This design comes from an exercise in tuning for small area and a short achievable clock period on the open sky130 flow, not from production work.
Where RTL was checked, it was by simulation tests only, not by an equivalence proof against the original.
For run 2, only the layout was checked, not whether the RTL still works.
Power is estimated from default activity; no workload was simulated.

==> design/flow/design.v <==
`timescale 1ns / 1ps
module if_decode(instr, op_code, dest, op_reg1, imm_or_reg, op_reg2, sft_reg, imm, sft_imm);
parameter word_size = 32;
input [word_size-1:0]instr;
output imm_or_reg;
output [3:0]op_code,op_reg1,op_reg2,dest;
output [7:0]sft_reg;
output [3:0]sft_imm;
output [7:0]imm;
assign imm_or_reg = instr[25];
assign op_code = instr[24:21];
assign op_reg1 = instr[19:16];
assign dest = instr[15:12];
assign sft_reg = instr[11:4];
assign op_reg2 = instr[3:0];
assign sft_imm = instr[11:8];
assign imm = instr[7:0];
endmodule
`timescale 1ns / 1ps
module execute(nzcv_old,op_code,opr1,opr2,depi,dep,result,is_write,nzcv);
input depi;
input [3:0]nzcv_old;
input [3:0]op_code;
input [31:0]opr1,opr2,dep;
output reg [31:0]result;
output reg [3:0]nzcv;
reg [31:0]operand2;
reg cin, cout;
output reg is_write;
always @(*)
begin
    result = 32'b0;
    nzcv = nzcv_old;
    cin = 1'b0;
    cout = 1'b0;
    is_write = 1'b0;
    if(depi==1)
        operand2 = dep;
    else
        operand2 = opr2;
    case(op_code)
    4'b0000: 
    begin
        result = opr1 & operand2;
        if(result==0)
            nzcv[3] = 1'b1;
        else
            nzcv[3] = 1'b0;
        nzcv[2:0] = nzcv_old[2:0];
        is_write = 1;
    end 
    4'b0001:
    begin
        result = opr1 ^ operand2;
        if(result==0)
            nzcv[3] = 1'b1;
        else
            nzcv[3] = 1'b0;
        nzcv[2:0] = nzcv_old[2:0];
        is_write = 1;
    end 
    4'b0010:
    begin
        result = opr1 - operand2;
        if(result==0)
            nzcv[3] = 1'b1;
        else
            nzcv[3] = 1'b0;
        nzcv[2:0] = nzcv_old[2:0];
        is_write = 1;
    end
    4'b0011:
    begin
        result = operand2 - opr1;
        if(result==0)
            nzcv[3] = 1'b1;
        else
            nzcv[3] = 1'b0;
        nzcv[2:0] = nzcv_old[2:0];
        is_write = 1;
    end
    4'b0100:
    begin 
        {cin, result[30:0]} = opr1[30:0]+operand2[30:0];
        {cout, result[31]} = opr1[31]+operand2[31]+cin;
        nzcv[1] = cout;  
        nzcv[0] = cout^cin;
        nzcv[3:2] = nzcv_old[3:2];
        is_write = 1;
    end
    4'b0101:
    begin
        {cin, result[30:0]} = opr1[30:0]+operand2[30:0] + nzcv_old[1];
        {cout, result[31]} = opr1[31]+operand2[31]+cin;
        nzcv[1] = cout;  
        nzcv[0] = cout^cin;
        nzcv[3:2] = nzcv_old[3:2];
        is_write = 1;
    end 
    4'b0110:
    begin
        {cin, result[30:0]} = opr1[30:0]+ ~operand2[30:0]+ nzcv_old[1] -1; 
        {cout, result[31]} = cin + opr1[31]+ ~operand2[31];
	    nzcv[1]  = cout;	 
	    nzcv[0] = cin^cout;
	    nzcv[3:2] = nzcv_old[3:2];
	    is_write = 1;
    end
    4'b0111:
    begin
        {cin, result[30:0]} = operand2[30:0]+ ~opr1[30:0]+ nzcv_old[1] -1; 
	    {cout, result[31]} = cin + operand2[31] + ~opr1[31];
		nzcv[1] = cout;	 
		nzcv[0] = cin^cout;
        nzcv[3:2] = nzcv_old[3:2];
        is_write = 1;
    end
    4'b1000:
    begin
        result = opr1 & operand2;
        if(result==0)
            nzcv[3] = 1'b1;
        else
            nzcv[3] = 1'b0;
        nzcv[2:0] = nzcv_old[2:0];
        is_write = 0;
    end
    4'b1001:
    begin
        result = opr1 ^ operand2;
        if(result==0)
            nzcv[3] = 1'b1;
        else
            nzcv[3] = 1'b0;
        nzcv[2:0] = nzcv_old[2:0];
        is_write = 0;
    end
    4'b1010:
    begin 
        {cin, result[30:0]} = opr1[30:0]+operand2[30:0];
        {cout, result[31]} = opr1[31]+operand2[31]+cin;
        nzcv[1] = cout;  
        nzcv[0] = cout^cin;
        nzcv[3:2] = nzcv_old[3:2];
        is_write = 0;
    end
    4'b1011:
    begin
        {cin, result[30:0]} = opr1[30:0]+operand2[30:0];
        {cout, result[31]} = opr1[31]+operand2[31]+cin;
        nzcv[1] = cout;  
        nzcv[0] = cout^cin;
        nzcv[3:2] = nzcv_old[3:2];
        is_write = 0;
    end
    4'b1100:
    begin
        result = opr1 | operand2;
        if(result==0)
            nzcv[3] = 1'b1;
        else
            nzcv[3] = 1'b0;
        nzcv[2:0] = nzcv_old[2:0];
        is_write = 0;
    end
    4'b1101:
    begin
        result = operand2;
        if(result==0)
            nzcv[3] = 1'b1;
        else
            nzcv[3] = 1'b0;
        nzcv[2:0] = nzcv_old[2:0];
        is_write = 0;
    end
    4'b1110:
    begin
        result = opr1 & (~operand2);
        if(result==0)
            nzcv[3] = 1'b1;
        else
            nzcv[3] = 1'b0;
        nzcv[2:0] = nzcv_old[2:0];
        is_write = 0;
    end
    4'b1111:
    begin
        result = ~operand2;
        if(result==0)
            nzcv[3] = 1'b1;
        else
            nzcv[3] = 1'b0;
        nzcv[2:0] = nzcv_old[2:0];
        is_write = 0;
    end
    default:
        nzcv = nzcv_old;
    endcase    
end
endmodule
`timescale 1ns / 1ps
module write_back(clk,rst,instr,pos_show,pc,show);
input clk, rst;
input [31:0]instr;
input [3:0]pos_show;
output [3:0]pc;
output reg [15:0]show;
parameter reg_size = 32;
parameter r_file_size = 16;
reg [reg_size-1:0]register[r_file_size-1:0];
reg [3:0]PC;
integer k;
reg d;
reg [3:0]nzcv_old;
wire [3:0]nzcv;
wire [3:0]op_code,dest,op_reg1,op_reg2;
wire i_or_reg,is_write;
wire [7:0]imm,sft_reg;
wire [3:0]sft_imm;
reg [3:0]op_code_ex;
reg [reg_size-1:0]opr1,opr2;
reg [3:0]dest_old;
reg [31:0]result_old;
wire [31:0]result;
assign pc = PC;
if_decode first_stage(.instr(instr),
                      .op_code(op_code),
                      .dest(dest),
                      .op_reg1(op_reg1),
                      .imm_or_reg(i_or_reg), 
                      .op_reg2(op_reg2),
                      .sft_reg(sft_reg),
                      .imm(imm),
                      .sft_imm(sft_imm));
execute second_stage(.nzcv_old(nzcv_old),
                     .op_code(op_code_ex),
                     .opr1(opr1),
                     .opr2(opr2),
                     .depi(d),
                     .dep(result_old),
                     .result(result),
                     .is_write(is_write),
                     .nzcv(nzcv));
always @(posedge clk)
begin 
    show <= register[pos_show][15:0];
    op_code_ex <= op_code;
    if(rst==1'b1)
    begin
        PC <= 4'b0000;
	for(k = 0; k < r_file_size-1; k = k+1)
	begin
    		register[k] = k*16;
	end
	register[r_file_size-1] = 4'b0000;
	dest_old <= 4'b0000;
	result_old <= 32'b0000_0000_0000_0000_0000_0000_0000_0000;
	nzcv_old <= 4'b0000;
	opr1 <= 32'b0;
	opr2 <= 32'b0;
	d <= 1'b0;
    end
    else
    begin
        if(PC==4'b1111)
            PC <= 4'b0000;
        else
            PC <= PC+4'b0001;
        if(is_write==1)
            register[dest_old] = result;
        register[0] = 0;
        if(dest_old==op_reg2)
            d <= 1;
        else
            d <= 0;
        dest_old <= dest;
        result_old <= result;
        nzcv_old <= nzcv;
        opr1 <= register[op_reg1];
        if(i_or_reg==1)
            opr2 <= imm>>(2*sft_imm);
        else
            if(sft_reg[0]==0)
                case(sft_reg[2:1])
                2'b00:  opr2 <= register[op_reg2]>>sft_reg[7:3];  
                2'b01:  opr2 <= register[op_reg2]<<sft_reg[7:3];
                2'b10:  opr2 <= register[op_reg2]>>>sft_reg[7:3]; 
                2'b11:  opr2 <= register[op_reg2]<<<sft_reg[7:3]; 
                endcase
           else
                case(sft_reg[2:1])
                2'b00:  opr2 <= register[op_reg2]>>register[sft_reg[7:4]][4:0];  
                2'b01:  opr2 <= register[op_reg2]<<register[sft_reg[7:4]][4:0];
                2'b10:  opr2 <= register[op_reg2]>>>register[sft_reg[7:4]][4:0];
                2'b11:  opr2 <= register[op_reg2]<<<register[sft_reg[7:4]][4:0];
                endcase 
    end
end  
endmodule
==> design/flow/run.sh <==
#!/bin/bash
# synth_recipe.tcl (not shown) runs the flow's synth.tcl, then flattens the netlist and writes it again
# the make line also repeats each setting of config.mk as NAME=value (left out here)
make -C /OpenROAD-flow-scripts/flow DESIGN_CONFIG=/design/flow/config.mk WORK_HOME=/design/flow/orfs CLKGATE_MAP_FILE= SYNTH_SCRIPT=/design/flow/synth_recipe.tcl finish
==> design/flow/config.mk <==
export PLATFORM = sky130hd
export DESIGN_NAME = write_back
export DESIGN_NICKNAME = write_back
export VERILOG_FILES = /design/flow/design.v
export SDC_FILE = /design/flow/constraint.sdc
export NUM_CORES = 4
export LEC_CHECK = 0
export CAP_MARGIN = 20
export CORE_MARGIN = 2
export CORE_UTILIZATION = 40
export SLEW_MARGIN = 20
==> design/flow/constraint.sdc <==
create_clock -name core_clock -period 10.0 [get_ports {clk}]
set_input_delay 2.0000 -clock core_clock [delete_from_list [all_inputs] [get_ports {clk}]]
set_output_delay 2.0000 -clock core_clock [all_outputs]
set_load 0.01 [all_outputs]
==> flow_summary_export.csv, run 1 <==
group,metric,value,unit
power,power.leakage,20.53,nW
clock_tree,cts_tree,"done",
synthesis,synth_edf_count,0,
synthesis,yosysSeqAreaShare,0.2325,
synthesis,ys_types,103,
die,boundaryPins,58,
die,core,0.1295,mm2
placed_design,dp_cells,8564,
clock_tree,clock_latency,0.73,ns
global_routing,antenna_found_initial,35,
die,die_y,365.2,um
synthesis,syn_area,0.05219,mm2
worst_setup_path,critPathMaxStageDelay,0.75,ns
clock_tree,path_clk_slew,0.06,ns
route,dr.pass1.iters,13,
route,post_drt_wl_per_cell,37.05,um
worst_setup_path,crit_fanout,17,
worst_setup_path,crit_type,"reg2reg",
clock_tree,numCtsBuffers,74,
clock_tree,clock-sinks,606,
sta,tns,0,ns
global_routing,grt_use_total,0.4654,
power,powerDensity,140.3,mW/mm2
clock_tree,cts_buffer_depth,3,
placed_design,hpwlAfterDp,228.4,mm
synthesis,async_reset_ff_frac,0,
sta,rsz0062_at_grt,"no",
route,vias_per_cell,7.320,
sta,maxSlewViolCount,0,
global_routing,grt.overflow.total,0,
sta,setup_violations,0,
synthesis,syn-num-nets,7348,
route,wl,323.0,mm
die,dieWidth,365.2,um
sta,worst_pin_slew,1.397,ns
sta,period_share,0.9186,
sta,skew,0.07910,ns
worst_setup_path,critPathRequiredTime,10.54,ns
sta,slew_headroom,0.06090,
worst_setup_path,crit_top_cell,"buf_4",
route,num_vias,63810,
worst_setup_path,worstSetupStartpointType,"flop",
die,start_util,0.4030,
flow_run,max_cap_viol_count,0,
die,die_area,0.1334,mm2
route,detail-route-antenna-nets,0,
clock_tree,root_buffer,"clkbuf_16",
global_routing,grt_pass1_wl,444.4,mm
global_routing,grt_max_degree,194,
power,ir_worst_vdd,0.1328,mV
clock_tree,cts_setup_buffers,0,
sta,clock.fmax,0.1089,GHz
layout,drive_above_1_share,0.09891,
worst_setup_path,critical_path.slowest_cell,"nor3_1",
clock_tree,cts_resized,0,
run_status,status,"timing/DRC/antenna clean",
die,rows,132,
synthesis,postSynthAreaPerCell,7.401,um2
layout,nNetsFinal,7198,
sta,fin_crit,9.186,ns
placed_design,place.port_buffers,50,
worst_setup_path,cp.arrival,9.73,ns
placed_design,routabilityCongestion,1.107,
synthesis,ys_warn_count,3,
layout,final_cells,8718,
clock_tree,htreeDepth,3,
route,dr.first_iter.drc_count,12740,
route,drc,0,
clock_tree,ctsHoldBuffers,0,
sta,hold_viol_final,0,
global_routing,grt_pass1_vias,58480,
layout,utilization,0.4498,
layout,area_delta_synth_final,11.59,%
synthesis,synth_ff_type,"dfxtp_1",
hold_path,hp-class,"reg2reg",
synthesis,syn-instance-count,7051,
synthesis,ys_seq_elements,606,
worst_setup_path,cp-end-kind,"flop",
[layer usage]
metal	vias to the layer above	wire, um	track usage
li1	26180	-	-
met1	30360	117200	0.5784
met2	5647	125700	0.6500
met5	-	136	0.008351
met3	1611	50160	0.1797
met4	20	29800	0.3356
[where the power goes]
part / total [mW] / switching, mW / internal (mW)
clock: 2.98 / 1.28 / 1.70
combinational: 2.66 / 1.89 / 0.765
sequential: 2.53 / 0.0615 / 2.47
[cell families (layout without fill, tap and decap cells)]
| family | count (synthesis) | in the layout | synth area share |
|---|---|---|---|
| mux | 376 | 376 | 0.07634 |
| other cells | 0 | 20 | 0 |
| fa+ha+maj | 259 | 259 | 0.06771 |
| compound gates | 2489 | 2489 | 0.3263 |
| xor+xnor | 121 | 121 | 0.02057 |
| flops | 606 | 606 | 0.2325 |
| buf+inv | 803 | 708 | 0.05881 |
| simple gates | 2397 | 2397 | 0.2178 |
[cell usage after synthesis, types with 86 or more instances]
| master | count | share of area |
|---|---|---|
| a21oi_1 | 536 | 0.051 |
| a211oi_1 | 233 | 0.034 |
| o21ai_0 | 338 | 0.032 |
| ha_1 | 220 | 0.053 |
| inv_1 | 210 | 0.015 |
| nor3_1 | 156 | 0.015 |
| a22oi_1 | 228 | 0.033 |
| nand4_1 | 86 | 0.010 |
| nor2_1 | 1008 | 0.073 |
| nand3_1 | 155 | 0.015 |
| nand2_1 | 428 | 0.031 |
| dfxtp_1 | 606 | 0.23 |
| clkbuf_1 | 481 | 0.035 |
| xnor2_1 | 102 | 0.017 |
| mux2i_1 | 326 | 0.063 |
| o22ai_1 | 242 | 0.029 |
[layout make-up]
type | count | area, um2
clock inverter | 34 | 575.6
antenna | 20 | 50.05
sequential | 606 | 12140
fill | 13350 | 71250
clock buffer | 97 | 2048
timing repair buffer | 359 | 2902
tap | 1742 | 2180
inverter | 218 | 818.3
multi-input combinational | 5642 | 37520
[worst max-delay path, delay by kind of cell, from the launching register on]
family                     cells  cell delay, ns
xor gates and xnor gates       1            0.21
and+or+nand+nor                7            2.28
DFF                            1            0.53
buffers and inverters          4            0.96
AOI/OAI and AO/OA             12            3.14
adders and majority gates      2            1.00
muxes                          2            0.91
[cell usage in the layout (no fill, tap or decap), types with 208 or more instances in the layout]
cell      Yosys  layout
ha_1        220     220
a21oi_1     536     535
o22ai_1     242     241
mux2i_1     326     326
buf_4         0     301
nor2_1     1008     974
inv_1       210     208
nand2_1     428     421
dfxtp_1     606     602
a211oi_1    233     228
a22oi_1     228     228
o21ai_0     338     337
[registers in the layout (all words and copies together) (netlist names)]
register,count
d,1
opr1,32
opr2,32
PC,4
result_old,32
nzcv_old,1
op_code_ex,4
dest_old,4
show,16
register,480
[final timing paths]
path / slack (ns) / cells after the start / startpoint / endpoint
max reg2reg: 0.81 / 28 / d / opr2[3]
min: 0.51 / 2 / PC[3] / PC[3]
min reg2reg: 0.51 / 2 / PC[3] / PC[3]
max: 0.81 / 28 / d / opr2[3]
[per-stage QoR]
step	setup slack [ns]	hold slack [ns]	power [mW]	instance area [um2]
2_1_floorplan	1.905	0.4424	4.072	52190
3_3_place_gp	1.345	0.4811	5.050	55500
3_5_place_dp	1.267	0.4926	5.057	55500
4_1_cts	1.292	0.5068	7.986	58130
5_1_grt	0.6088	0.5269	8.319	58210
6_report	0.8136	0.5067	8.171	58240
==> run 2: changes to the inputs <==
==> design/flow/design.v (replaced) <==
module if_decode(val, amt, left, imm_form, imm, rot, opr2);
input  [31:0] val;
input  [4:0]  amt;
input         left, imm_form;
input  [7:0]  imm;
input  [3:0]  rot;
output [31:0] opr2;
wire [31:0] sh = left ? (val << amt) : (val >> amt);
wire [7:0]  ish = imm >> {rot, 1'b0};
assign opr2 = imm_form ? {24'b0, ish} : sh;
endmodule
module execute(op, a, b, c_in, result, c_out);
input  [3:0]  op;
input  [31:0] a, b;
input         c_in;
output reg [31:0] result;
output reg        c_out;
wire inv_a = (op == 4'b0011) | (op == 4'b0111);
wire inv_b = (op == 4'b0010) | (op == 4'b0110);
wire m     = (op == 4'b0110) | (op == 4'b0111);    
wire [31:0] x = a ^ {32{inv_a}};
wire [31:0] y = b ^ {32{inv_b}};
wire [31:0] s = ~(x ^ y);
wire [31:0] k = x | y;
wire [31:0] xa = m ? s : x;
wire [31:0] ya = m ? {k[30:0], 1'b0} : y;
wire cin0 = (op == 4'b0010) | (op == 4'b0011) |
            (((op == 4'b0101) | m) & c_in);
wire [32:0] sum = {1'b0, xa} + {1'b0, ya} + {32'b0, cin0};
wire c31 = sum[31] ^ xa[31] ^ ya[31];
always @(*) begin
    result = sum[31:0];
    c_out  = c_in;
    case (op)
    4'b0000, 4'b1000: result = a & b;
    4'b0001, 4'b1001: result = a ^ b;
    4'b1100: result = a | b;
    4'b1101: result = b;
    4'b1110: result = a & ~b;
    4'b1111: result = ~b;
    4'b0100, 4'b0101, 4'b1010, 4'b1011: c_out = sum[32];
    4'b0110, 4'b0111: begin
        result = {~sum[31], sum[30:0]};
        c_out  = ~(((c31 ^ k[30]) & x[31]) | ((c31 ^ k[30]) & y[31]) | (x[31] & y[31]));
    end
    default: ;
    endcase
end
endmodule
module write_back(clk,rst,instr,pos_show,pc,show);
input clk, rst;
input [31:0]instr;
input [3:0]pos_show;
output [3:0]pc;
output reg [15:0]show;
reg [31:0] r [1:15];
reg [3:0]  PC;
reg [3:0]  op_ex, dest_ex;
reg        c_flag;
reg [31:0] opr1, opr2;
assign pc = PC;
wire [3:0] op   = instr[24:21];
wire [3:0] rn   = instr[19:16];
wire [3:0] rd   = instr[15:12];
wire [3:0] rm   = instr[3:0];
wire [3:0] rs   = instr[11:8];
function [31:0] rd_port(input [3:0] i, input [32*15-1:0] rr);
    integer j;
    begin
        rd_port = 32'd0;
        for (j = 1; j < 16; j = j + 1)
            rd_port = rd_port | ({32{i == j}} & rr[32*(j-1) +: 32]);
    end
endfunction
wire [32*15-1:0] rflat;
genvar g;
generate for (g = 1; g < 16; g = g + 1) begin : fl
    assign rflat[32*(g-1) +: 32] = r[g];
end endgenerate
wire [31:0] result;
wire        c_new;
execute alu(.op(op_ex), .a(opr1), .b(opr2), .c_in(c_flag), .result(result), .c_out(c_new));
wire we = ~op_ex[3] & (dest_ex != 4'd0);
wire [31:0] rn_val = rd_port(rn, rflat);
wire [31:0] rs_val = rd_port(rs, rflat);
wire [31:0] rm_val = rd_port(rm, rflat);
wire [31:0] ps_val = rd_port(pos_show, rflat);
wire [4:0] amt_reg = (we && dest_ex == rs) ? result[4:0] : rs_val[4:0];
wire [4:0] amt = instr[4] ? amt_reg : instr[11:7];
wire [31:0] opr2_sh;
if_decode sh(.val(rm_val), .amt(amt), .left(instr[5]), .imm_form(instr[25]),
             .imm(instr[7:0]), .rot(instr[11:8]), .opr2(opr2_sh));
wire [31:0] wd_lo = result & {32{~rst}};
wire [31:0] wd_hi = result | {32{rst}};
integer k;
always @(posedge clk) begin
    show  <= ps_val[15:0];
    op_ex <= op;
    for (k = 1; k < 16; k = k + 1)
        if (rst | (we & dest_ex == k))
            r[k] <= {wd_lo[31:8],
                     ((k & 8) && k != 15) ? wd_hi[7] : wd_lo[7],
                     ((k & 4) && k != 15) ? wd_hi[6] : wd_lo[6],
                     ((k & 2) && k != 15) ? wd_hi[5] : wd_lo[5],
                     ((k & 1) && k != 15) ? wd_hi[4] : wd_lo[4],
                     wd_lo[3:0]};
    if (rst) begin
        PC      <= 4'd0;
        dest_ex <= 4'd0;
        c_flag  <= 1'b0;
        opr1    <= 32'd0;
        opr2    <= 32'd0;
    end else begin
        PC <= PC + 4'd1;
        dest_ex <= rd;
        c_flag  <= c_new;
        opr1    <= (we && dest_ex == rn) ? result : rn_val;
        opr2    <= (dest_ex == rm) ? result : opr2_sh;
    end
end
endmodule
==> flow_summary_export.csv, run 2 <==
group,metric,value,unit
run_status,status,"timing/DRC/antenna clean",
synthesis,postSynthAreaPerCell,10.59,um2
placed_design,hpwlAfterDp,98.32,mm
synthesis,yosysTopAreaCell,"edfxtp_1",
sta,tns,0,ns
sta,skew,0.04203,ns
sta,period_share,0.7145,
worst_setup_path,setup.worst_path.start,"op_ex[0]",
route,drc,0,
synthesis,ys_seq_elements,573,
worst_setup_path,crit_top_cell,"buf_4",
clock_tree,htreeDepth,2,
worst_setup_path,path_buf_inv,5,
worst_setup_path,cp.arrival,7.46,ns
route,vias_per_cell,7.240,
global_routing,grt_max_degree,59,
layout,final_common_cell,"edfxtp_1",
global_routing,met3_usage,0.1234,
worst_setup_path,crit_fanout,34,
layout,n_fill_cell,8265,
clock_tree,clock_latency,0.70,ns
sta,maxSlewViolCount,0,
hold_path,hp-class,"reg2reg",
layout,area_delta_synth_final,11.32,%
layout,final_cell_mix,"480 x edfxtp_1, 305 x a22oi_1, 194 x mux2i_1",
global_routing,top_usage_layer,"met2",
synthesis,synthTopCellsByArea,"edfxtp_1 41%, a22oi_1 6.5%, mux2i_1 5.5%, dfxtp_1 5.3%, ha_1 3.4%",
synthesis,synthTopCellsByCount,"480 x edfxtp_1, 306 x a22oi_1, 201 x nor2_1",
worst_setup_path,r2r_setup_slack,2.85,ns
layout,drive_above_1_share,0.1134,
sta,hold_viol_final,0,
synthesis,ys_types,97,
route,dr.first_iter.drc_count,7002,
power,powerDensity,199.6,mW/mm2
global_routing,grt_pass1_wl,223.3,mm
sta,holdWs,0.4712,ns
global_routing,grt_use_met2,0.4955,
flow_run,max_cap_viol_count,0,
sta,rsz0062_at_grt,"no",
power,ir_worst_vdd,0.1696,mV
synthesis,ys_warn_count,3,
global_routing,grt_pass1_vias,30740,
worst_setup_path,timing.rr.end,"r[3][29]",
layout,reg_top3,"r x480, opr1 x32, opr2 x32",
clock_tree,root_buffer,"clkbuf_16",
synthesis,syn_area,0.03538,mm2
clock_tree,cts_setup_buffers,0,
worst_setup_path,critPathCapture,"r[3][29]",
worst_setup_path,critical_path.slowest_cell,"o41ai_1",
placed_design,routabilityCongestion,1.015,
worst_setup_path,path_depth,20,
worst_setup_path,crit_type,"reg2reg",
clock_tree,cts_tree,"done",
synthesis,yosysSeqAreaShare,0.4601,
sta,slew_headroom,0.1274,
sta,clock.fmax,0.1400,GHz
worst_setup_path,reg2reg_from,"op_ex[0]",
die,boundaryPins,58,
worst_setup_path,cp_cell_sequence,"buf_4 -> inv_1 -> buf_4 -> and2_2 -> buf_4 -> xnor2_1 -> ha_1 -> mux2i_1 -> ha_1 -> and3b_1 -> o21ai_0 -> a211oi_1 -> buf_4 -> a41oi_1 -> o41ai_1 -> a31oi_1 -> a22oi_1 -> xnor2_1 -> o21ai_1 -> nor2b_1",
route,post_drt_wl_per_cell,35.14,um
synthesis,synth_edf_count,480,
die,die_area,0.09084,mm2
worst_setup_path,reg2reg_depth,20,
global_routing,grt.overflow.total,0,
clock_tree,ctsHoldBuffers,0,
clock_tree,numCtsBuffers,61,
layout,finalInstanceArea,0.03938,mm2
route,dr.pass1.iters,11,
global_routing,antenna_found_initial,5,
layout,final_cells,4518,
synthesis,syn-num-nets,3475,
layout,utilization,0.4477,
synthesis,yosysTopAreaCellShare,0.4074,
route,detail-route-antenna-nets,0,
die,start_util,0.4022,
placed_design,place.port_buffers,50,
worst_setup_path,path_delay_family,"compound AO/OA/AOI/OAI gates",
die,rows,109,
hold_path,hold_depth,1,
clock_tree,clock-sinks,573,
placed_design,dpl-instance-area,0.03732,mm2
synthesis,synth_ff_type,"edfxtp_1",
synthesis,async_reset_ff_frac,0,
sta,fin_crit,7.145,ns
route,num_vias,32710,
die,dieWidth,301.4,um
route,wl,158.8,mm
global_routing,met1_usage,0.4354,
global_routing,grt_use_total,0.3391,
clock_tree,path_clk_slew,0.07,ns
die,die_y,301.4,um
synthesis,syn-instance-count,3339,
clock_tree,cts_resized,0,
synthesis,synthMostInstantiatedCell,"edfxtp_1",
clock_tree,cts_buffer_depth,3,
worst_setup_path,cp-end-kind,"flop",
placed_design,dp_cells,4401,
worst_setup_path,worstSetupStartpointType,"flop",
layout,nNetsFinal,3435,
layout,largest_register_ffs,480,
worst_setup_path,critPathMaxStageDelay,0.94,ns
die,core,0.08797,mm2
sta,worst_pin_slew,1.306,ns
power,power.leakage,14.13,nW
sta,setup_violations,0,
worst_setup_path,critPathRequiredTime,10.32,ns
[run 2: logic make-up after synthesis]
logic type / after synthesis / synth area share
xor+xnor: 101 / 0.02501
mux: 265 / 0.08067
simple gates: 753 / 0.1060
flops: 573 / 0.4601
fa+ha+maj: 98 / 0.03509
compound gates: 1184 / 0.2508
buf+inv: 365 / 0.04237
[run 2: routing by layer]
layer  part of all wire  up-vias
li1                   -    13360
met1               0.36    15710
met2               0.42     2889
met3               0.15      737
met4              0.068       10
met5            0.00042        -
[run 2: layout make-up]
class | count | area (um2) | area share
clock buffers | 78 | 1683 | 0.04273
multi-input cells | 2401 | 17860 | 0.4536
clock inverters | 37 | 366.6 | 0.009309
inverters | 96 | 360.3 | 0.009150
well taps | 1165 | 1458 | 0.03701
flip-flops and latches | 573 | 16280 | 0.4133
diodes | 2 | 5.005 | 0.0001271
repair buffers | 166 | 1366 | 0.03470
[run 2: where the power goes]
group / switching (mW) / internal [mW]
Combinational: 1.48 / 0.719
Sequential: 0.276 / 3.05
Clock: 1.03 / 1.30
Total: 2.79 / 5.07
[run 2: stage by stage]
stage	setup slack, ns	power [mW]
final	2.855	7.860
after global routing	2.573	8.090
after CTS	2.989	7.741
after detailed placement	2.641	5.442
after global placement	2.594	5.438
after floorplan	4.038	4.566
[run 2: worst min path at each step]
| stage | slack [ns] | end | startpoint |
|---|---|---|---|
| after global placement | 0.45 | PC[0] | PC[0] |
| after floorplan | 0.47 | PC[0] | PC[0] |
| after detailed placement | 0.46 | PC[0] | PC[0] |
| after global routing | 0.49 | PC[0] | PC[0] |
| after CTS | 0.47 | PC[0] | PC[0] |
| final | 0.47 | PC[0] | PC[0] |

[port drivers added, routing unchanged]
The flow's constraints put no driver on any port. The routed layouts listed below were extracted and timed again, unchanged, in two steps.
Step 1 sets driving cells, clkbuf_16 on the clock port and buf_2 on the other inputs (assumed; they add their load-dependent delay and slew).
Step 2 adds t to the input delays and takes it off the output delays; t is the mean of the earliest and latest rising clock arrival at the registers after step 1. Input paths then give back, and output paths get back, about the clock's delay inside the block.
Slacks: ideal / step 1 / step 2; pairs: ideal / step 1.
run | t, ns | setup WS [ns] | worst setup path after step 2
run 1 | 0.772 | 0.814 / 0.814 / 0.814 | register to register
run 2 | 0.742 | 2.855 / 2.855 / 2.382 | input to register
After both steps every run listed still meets setup and hold. For run 2, which loses most, drivers alone change the setup slack by 0.000 ns; drivers and shift together by -0.473 ns.
